Background: an optimization exercise with open tools, aiming at small area, a short achievable clock period and few clock cycles per item. Do not read the settings as production practice. Where RTL was checked, it was by simulation tests only, not by an equivalence proof against the original. No activity file was given, so power comes from the tool's default toggle rates.

==> trial 57 <==
==> flow/design.v <==
package rv32i_types;
    localparam  ROB_ID_SIZE = 4;
    typedef enum bit [2:0] {
        alu_add = 3'b000,
        alu_sll = 3'b001,
        alu_sra = 3'b010,
        alu_sub = 3'b011,
        alu_xor = 3'b100,
        alu_srl = 3'b101,
        alu_or  = 3'b110,
        alu_and = 3'b111
    } alu_ops;
endpackage
module booth_step
(
    input  logic [32:0] x,         
    input  logic [6:0]  ybits,
    input  logic [39:0] lo_in,
    input  logic [23:0] up_in,
    input  logic [1:0]  pend_in,
    output logic [39:0] lo_out,
    output logic [23:0] up_out,
    output logic [1:0]  pend_out
);
    localparam int W = 42;         
    logic [W-1:0] row [0:2];
    logic [W-1:0] op0;
    logic [W-1:0] s1, c1, s2, c2, total;
    logic [23:0]  up_fix;
    always_comb begin
        op0 = {2'b00, lo_in[33:0], 6'b000000};
        for (int i = 0; i < 3; i++) begin
            logic b0, b1, b2, neg, one, two;
            logic [34:0] mag;
            b0 = ybits[2*i];
            b1 = ybits[2*i+1];
            b2 = ybits[2*i+2];
            neg = b2 & ~(b1 & b0);
            one = b1 ^ b0;
            two = (b2 & ~b1 & ~b0) | (~b2 & b1 & b0);
            mag = one ? {{2{x[32]}}, x} : (two ? {x[32], x, 1'b0} : 35'd0);
            if (neg) mag = ~mag;
            row[i] = {{(W-35){mag[34]}}, mag} << (2*i);
            op0[2*i] = neg;
        end
    end
    assign s1 = op0 ^ row[0] ^ row[1];
    assign c1 = ((op0 & row[0]) | (op0 & row[1]) | (row[0] & row[1])) << 1;
    assign s2 = s1 ^ c1 ^ row[2];
    assign c2 = ((s1 & c1) | (s1 & row[2]) | (c1 & row[2])) << 1;
    assign total = s2 + c2;
    assign up_fix   = up_in + {{23{pend_in[1]}}, pend_in[0]};
    assign up_out   = {up_fix[17:0], lo_in[39:34]};
    assign lo_out   = total[39:0];
    assign pend_out = total[41:40];
endmodule : booth_step
module div_steps
(
    input  logic [31:0] r_in,
    input  logic [31:0] q_in,
    input  logic [32:0] bal_in,
    output logic [31:0] r_out,
    output logic [31:0] q_out,
    output logic [32:0] bal_out
);
    always_comb begin
        logic [31:0] r, q;
        logic [32:0] bal;
        logic [33:0] d;
        r   = r_in;
        q   = q_in;
        bal = bal_in;
        for (int i = 0; i < 2; i++) begin
            d = {2'b00, r} - {1'b0, bal};
            q = {q[30:0], ~d[33]};
            if (!d[33]) r = d[31:0];
            bal = {1'b0, bal[32:1]};
        end
        r_out   = r;
        q_out   = q;
        bal_out = bal;
    end
endmodule : div_steps
import rv32i_types::*;
module alu_cmp_unit
(
    input   logic           alu_cmp,
    input   logic   [2:0]   aluop,
    input   logic   [2:0]   cmpop,
    input   logic   [31:0]  a, b,
    output  logic   [31:0]  f
);
    logic        sub;
    logic [31:0] bb, p, g, sum, lg;
    logic [32:0] c;
    logic        eq, lts, ltu, br_en;
    assign sub = alu_cmp | (aluop == alu_sub);
    assign bb  = b ^ {32{sub}};
    assign p   = a ^ bb;
    assign g   = a & bb;
    always_comb begin
        logic [31:0] gg, pp, gn, pn;
        gg = g; pp = p;
        gg[0] = g[0] | (p[0] & sub);
        for (int l = 0; l < 5; l++) begin
            gn = gg; pn = pp;
            for (int i = 0; i < 32; i++) begin
                if ((i >> l) & 1) begin
                    int j;
                    j = ((i >> l) << l) - 1;
                    gn[i] = gg[i] | (pp[i] & gg[j]);
                    pn[i] = pp[i] & pp[j];
                end
            end
            gg = gn; pp = pn;
        end
        c[0] = sub;
        for (int i = 0; i < 32; i++) c[i+1] = gg[i];
    end
    assign sum = p ^ c[31:0];
    assign eq  = &p;                  
    assign ltu = ~c[32];
    assign lts = (a[31] ^ b[31]) ? a[31] : sum[31];
    assign br_en = (cmpop[2] ? (cmpop[1] ? ltu : lts) : eq) ^ cmpop[0];
    always_comb begin
        case (aluop[1:0])
            2'b00:   lg = p;          
            2'b10:   lg = p | g;      
            default: lg = g;          
        endcase
    end
    logic [31:0] sh_out, sr_in;
    logic [32:0] sr;
    logic        sh_left;
    assign sh_left = (aluop == alu_sll);
    always_comb begin
        for (int i = 0; i < 32; i++) sr_in[i] = sh_left ? a[31-i] : a[i];
    end
    assign sr = $signed({(aluop == alu_sra) & a[31], sr_in}) >>> b[4:0];
    always_comb begin
        for (int i = 0; i < 32; i++) sh_out[i] = sh_left ? sr[31-i] : sr[i];
    end
    always_comb begin
        if (alu_cmp) f = {31'd0, br_en};
        else begin
            case (aluop)
                alu_add, alu_sub: f = sum;
                alu_sll, alu_sra, alu_srl: f = sh_out;
                default: f = lg;
            endcase
        end
    end
endmodule : alu_cmp_unit
import rv32i_types::*;
module exec_unit_top
(
    input  logic        clk,
    input  logic        rst,
    input  logic        branch_mispredict,
    input  logic        in_valid,
    input  logic [6:0]  opcode,
    input  logic [6:0]  funct7,
    input  logic [2:0]  funct3,
    input  logic        alu_cmp,
    input  logic [2:0]  aluop,
    input  logic [2:0]  cmpop,
    input  logic [31:0] rs1_v,
    input  logic [31:0] rs2_v,
    input  logic [3:0]  rob_id_dest,
    output logic        ready,
    output logic [3:0]  rob_id,
    output logic [31:0] rd_data
);
    logic is_m, is_mul, is_div;
    assign is_m   = (opcode == 7'b0110011) && (funct7 == 7'b0000001);
    assign is_mul = is_m & ~funct3[2];
    assign is_div = is_m &  funct3[2];
    logic        busy, done;
    logic [3:0]  cnt;
    logic [63:0] acc;      
    logic [1:0]  pend;     
    logic [32:0] bal;      
    logic [31:0] alu_f;
    alu_cmp_unit u_alu (
        .alu_cmp(alu_cmp), .aluop(aluop), .cmpop(cmpop),
        .a(rs1_v), .b(rs2_v), .f(alu_f)
    );
    function automatic logic [4:0] fits(input logic [32:0] v);
        logic [32:0] d;
        d = v ^ {33{v[32]}};       
        for (int k = 1; k <= 5; k++) fits[k-1] = ((d >> (6*k-1)) == 33'd0);
    endfunction
    function automatic logic [6:0] chunk(input logic [32:0] v, input logic [3:0] k);
        logic [36:0] e;
        e = {{3{v[32]}}, v, 1'b0};
        case (k)
            4'd0:    chunk = e[6:0];
            4'd1:    chunk = e[12:6];
            4'd2:    chunk = e[18:12];
            4'd3:    chunk = e[24:18];
            4'd4:    chunk = e[30:24];
            default: chunk = e[36:30];
        endcase
    endfunction
    function automatic logic [6:0] topchunk(input logic [32:0] v, input logic [4:0] f);
        logic [36:0] e;
        e = {{3{v[32]}}, v, 1'b0};
        topchunk = f[0] ? e[6:0] : 7'd0;
        for (int k = 1; k < 5; k++)
            if (f[k] & ~f[k-1]) topchunk = topchunk | e[6*k+6 -: 7];
        if (~f[4]) topchunk = topchunk | e[36:30];
    endfunction
    function automatic logic [3:0] nchunks(input logic [4:0] f);
        nchunks = 4'd6;
        for (int k = 5; k >= 1; k--) if (f[k-1]) nchunks = 4'(k);
    endfunction
    logic        a_sg, b_sg, swap;
    logic [32:0] ax, bx, mx;
    logic [4:0]  fa, fb;
    logic [3:0]  mm;
    logic [6:0]  ya, yb, ybits;
    logic [39:0] lo_n;
    logic [23:0] up_n;
    logic [1:0]  pend_n;
    assign a_sg = (funct3[1:0] != 2'b11);    
    assign b_sg = ~funct3[1];                
    assign ax   = {a_sg & rs1_v[31], rs1_v};
    assign bx   = {b_sg & rs2_v[31], rs2_v};
    assign fa   = fits(ax);
    assign fb   = fits(bx);
    assign swap = |(fa & ~fb);
    assign mx   = swap ? bx : ax;
    assign mm   = swap ? nchunks(fa) : nchunks(fb);
    assign ya    = busy ? chunk(ax, cnt) : topchunk(ax, fa);
    assign yb    = busy ? chunk(bx, cnt) : topchunk(bx, fb);
    assign ybits = swap ? ya : yb;
    booth_step u_booth (
        .x(mx), .ybits(ybits),
        .lo_in(busy ? acc[39:0] : 40'd0), .up_in(busy ? acc[63:40] : 24'd0),
        .pend_in(busy ? pend : 2'd0),
        .lo_out(lo_n), .up_out(up_n), .pend_out(pend_n)
    );
    logic [23:0] up_fin;
    logic [31:0] mul_out;
    assign up_fin  = acc[63:40] + {{23{pend[1]}}, pend[0]};
    assign mul_out = (funct3[1:0] == 2'b00) ? acc[31:0] : {up_fin, acc[39:32]};
    function automatic logic [5:0] clz32(input logic [31:0] v);
        clz32 = 6'd32;
        for (int i = 0; i < 32; i++) if (v[i]) clz32 = 6'(31 - i);
    endfunction
    logic        d_sg, d_rem, bz, bypass;
    logic [31:0] da, db;
    logic [5:0]  lza, lzb;
    logic [5:0]  nq;
    logic [3:0]  c1;           
    logic [32:0] bal0;
    logic [31:0] r_n, q_n, dval, dfix, dbyp, div_out;
    logic [32:0] bal_n;
    logic        dneg;
    assign d_sg  = ~funct3[0];               
    assign d_rem =  funct3[1];               
    assign da    = (d_sg & rs1_v[31]) ? (~rs1_v + 32'd1) : rs1_v;
    assign db    = (d_sg & rs2_v[31]) ? (~rs2_v + 32'd1) : rs2_v;
    assign bz    = (rs2_v == 32'd0);
    assign bypass = bz | (da < db);
    assign lza   = clz32(da);
    assign lzb   = clz32(db);
    assign nq    = lzb - lza;
    assign c1    = nq[4:1];
    assign bal0  = {1'b0, db} << {c1, 1'b1};
    div_steps u_div (
        .r_in(acc[31:0]), .q_in(acc[63:32]), .bal_in(bal),
        .r_out(r_n), .q_out(q_n), .bal_out(bal_n)
    );
    assign dval = d_rem ? acc[31:0] : acc[63:32];
    assign dneg = d_sg & (rs1_v[31] ^ (~d_rem & rs2_v[31]));
    assign dfix = dneg ? (~dval + 32'd1) : dval;
    assign dbyp = d_rem ? rs1_v : {32{bz}};
    assign div_out = done ? dfix : dbyp;
    always_ff @(posedge clk) begin
        if (rst || branch_mispredict) begin
            busy <= 1'b0;
            done <= 1'b0;
        end else if (done) begin
            busy <= 1'b0;
            done <= 1'b0;
        end else if (!busy) begin
            if (in_valid && is_mul) begin
                busy <= 1'b1;
                done <= swap ? fa[0] : fb[0];
            end else if (in_valid && is_div && !bypass) begin
                busy <= 1'b1;
            end
        end else begin
            done <= (cnt == 4'd0);
        end
    end
    always_ff @(posedge clk) begin
        if (!busy) begin
            if (is_div) begin
                cnt <= c1;
                acc <= {32'd0, da};
                bal <= bal0;
            end else begin
                cnt  <= mm - 4'd2;
                acc  <= {up_n, lo_n};
                pend <= pend_n;
            end
        end else if (!done) begin
            cnt <= cnt - 4'd1;
            if (is_mul) begin
                acc  <= {up_n, lo_n};
                pend <= pend_n;
            end else begin
                acc <= {q_n, r_n};
                bal <= bal_n;
            end
        end
    end
    assign ready   = in_valid & (~is_m | (is_mul & done) | (is_div & (done | bypass)));
    assign rob_id  = rob_id_dest;
    assign rd_data = is_m ? (is_div ? div_out : mul_out) : alu_f;
endmodule
==> flow/run.sh <==
#!/bin/bash
# synth_recipe.tcl (not shown) runs the flow's synth.tcl, then flattens the netlist and writes it again
# the make line also repeats each setting of config.mk as NAME=value (left out here)
make -C /OpenROAD-flow-scripts/flow DESIGN_CONFIG=/design/flow/config.mk WORK_HOME=/design/flow/orfs CLKGATE_MAP_FILE= SYNTH_SCRIPT=/design/flow/synth_recipe.tcl finish
==> flow/config.mk <==
export PLATFORM = sky130hd
export DESIGN_NAME = exec_unit_top
export DESIGN_NICKNAME = exec_unit_top
export VERILOG_FILES = /design/flow/design.v
export SDC_FILE = /design/flow/constraint.sdc
export NUM_CORES = 4
export LEC_CHECK = 0
export CAP_MARGIN = 20
export CORE_MARGIN = 2
export CORE_UTILIZATION = 40
export SETUP_SLACK_MARGIN = 2
export SLEW_MARGIN = 20
==> flow/constraint.sdc <==
create_clock -name core_clock -period 12.0 [get_ports {clk}]
set_input_delay 2.4000 -clock core_clock [delete_from_list [all_inputs] [get_ports {clk}]]
set_output_delay 2.4000 -clock core_clock [all_outputs]
set_load 0.01 [all_outputs]
==> inputs of build 74, as changes to trial 57 <==
--- a/flow/design.v
+++ b/flow/design.v
@@ -136,7 +136,7 @@
     always_comb begin
         for (int i = 0; i < 32; i++) sr_in[i] = sh_left ? a[31-i] : a[i];
     end
-    assign sr = $signed({(aluop == alu_sra) & a[31], sr_in}) >>> b[4:0];
+    assign sr = signed'({(aluop == alu_sra) & a[31], sr_in}) >>> b[4:0];
     always_comb begin
         for (int i = 0; i < 32; i++) sh_out[i] = sh_left ? sr[31-i] : sr[i];
     end
@@ -272,11 +272,11 @@
         .r_in(acc[31:0]), .q_in(acc[63:32]), .bal_in(bal),
         .r_out(r_n), .q_out(q_n), .bal_out(bal_n)
     );
-    assign dval = d_rem ? acc[31:0] : acc[63:32];
+    assign dval = d_rem ? r_n : q_n;
     assign dneg = d_sg & (rs1_v[31] ^ (~d_rem & rs2_v[31]));
     assign dfix = dneg ? (~dval + 32'd1) : dval;
     assign dbyp = d_rem ? rs1_v : {32{bz}};
-    assign div_out = done ? dfix : dbyp;
+    assign div_out = busy ? dfix : dbyp;
     always_ff @(posedge clk) begin
         if (rst || branch_mispredict) begin
             busy <= 1'b0;
@@ -291,33 +291,22 @@
             end else if (in_valid && is_div && !bypass) begin
                 busy <= 1'b1;
             end
+        end else if (is_div) begin
+            if (cnt == 4'd0) busy <= 1'b0;
         end else begin
             done <= (cnt == 4'd0);
         end
     end
     always_ff @(posedge clk) begin
-        if (!busy) begin
-            if (is_div) begin
-                cnt <= c1;
-                acc <= {32'd0, da};
-                bal <= bal0;
-            end else begin
-                cnt  <= mm - 4'd2;
-                acc  <= {up_n, lo_n};
-                pend <= pend_n;
-            end
-        end else if (!done) begin
-            cnt <= cnt - 4'd1;
-            if (is_mul) begin
-                acc  <= {up_n, lo_n};
-                pend <= pend_n;
-            end else begin
-                acc <= {q_n, r_n};
-                bal <= bal_n;
-            end
-        end
+        if (!busy) cnt <= is_div ? c1 : (mm - 4'd2);
+        else       cnt <= cnt - 4'd1;
+        if (is_mul || (!busy && !is_div)) acc <= {up_n, lo_n};
+        else if (busy)                    acc <= {q_n, r_n};
+        else                              acc <= {32'd0, da};
+        pend <= pend_n;
+        bal  <= busy ? bal_n : bal0;
     end
-    assign ready   = in_valid & (~is_m | (is_mul & done) | (is_div & (done | bypass)));
+    assign ready   = in_valid & (~is_m | (is_mul & done) | (is_div & (bypass | (busy & (cnt == 4'd0)))));
     assign rob_id  = rob_id_dest;
     assign rd_data = is_m ? (is_div ? div_out : mul_out) : alu_f;
 endmodule
--- a/flow/config.mk
+++ b/flow/config.mk
@@ -5,8 +5,9 @@
 export SDC_FILE = /design/flow/constraint.sdc
 export NUM_CORES = 4
 export LEC_CHECK = 0
+export ABC_AREA = 1
 export CAP_MARGIN = 20
 export CORE_MARGIN = 2
 export CORE_UTILIZATION = 40
-export SETUP_SLACK_MARGIN = 2
+export SETUP_SLACK_MARGIN = 1
 export SLEW_MARGIN = 20
==> comparison table <==
quantity	trial 57	build 74
Run status	complete, no violations	complete, no violations
Min-Delay Startpoint	bal[19]	bal[2]
Post-synthesis share of cell area spent on full adders, half adders and majority gates	15.5%	16.6%
FF-to-FF End	acc[30]	acc[38]
Vias post-DR	34900	36500
CP Capture Point	rd_data[31]	rd_data[16]
Crit Path Max Fanout	11	13
Share of the synthesized area in the top cell type	10.3%	14.9%
Met2 layer usage reported by global route	57.0%	57.0%
Switching power as a share of total power	54.2%	62.0%
HPWL after detailed placement	120000 µm	124000 µm
Worst flop-to-flop path startpoint	acc[1]	cnt[1]
Die Footprint	80800 µm²	75500 µm²
Cell area reported after detailed placement	34200 µm²	32000 µm²
Synth-to-layout area growth	13.7%	11.7%
Total power of the final layout	7.30 mW	11.9 mW
Synth Area in XOR/XNOR	10.5%	8.40%
Number of buffer and inverter stages on the critical path	6	3
Multi-input gate share of the layout cell area	75.5%	73.6%
Internal Pwr Total	3.34 mW	4.50 mW
Clk pwr share	4.6%	2.8%
Fraction of power consumed by combinational cells	84.6%	90.6%
Crit path arrival time	7.57 ns	8.27 ns
Testbench counts of build 74, summed over its fixed seeds: cycles 10,517, items 5,600.
Only the layout flow was run in trial 57; the RTL was not checked for function there.

static timing again, ports no longer ideal:
No port has a modelled driver above. Below, the same layouts with a new extraction and two added sets of constraints.
Step 1 (the two cells are an assumption about what drives the block):
set clk [get_ports {clk}]
set_driving_cell -lib_cell sky130_fd_sc_hd__clkbuf_16 $clk
set_driving_cell -lib_cell sky130_fd_sc_hd__buf_2 [delete_from_list [all_inputs] $clk]
Step 2 adds t to the input delays and takes it off the output delays; t is the mean of the earliest and latest rising clock arrival at the registers after step 1. Input paths then give back, and output paths get back, about the clock's delay inside the block.
a / b / c = ideal / step 1 / step 2; a / b = the first two.
| run | shift t [ns] | slack for setup (ns) | worst setup path after step 2 | worst data-port slew with drivers (ns) |
|---|---|---|---|---|
| trial 57 | 0.471 | 2.030 / 2.002 / 1.629 | input to register | 0.08 |
| build 74 | 0.474 | 1.332 / 1.266 / 1.042 | input to register | 0.06 |
After both steps every run listed still meets setup and hold. For trial 57, which loses most, drivers alone change the setup slack by -0.028 ns; drivers and shift together by -0.401 ns.
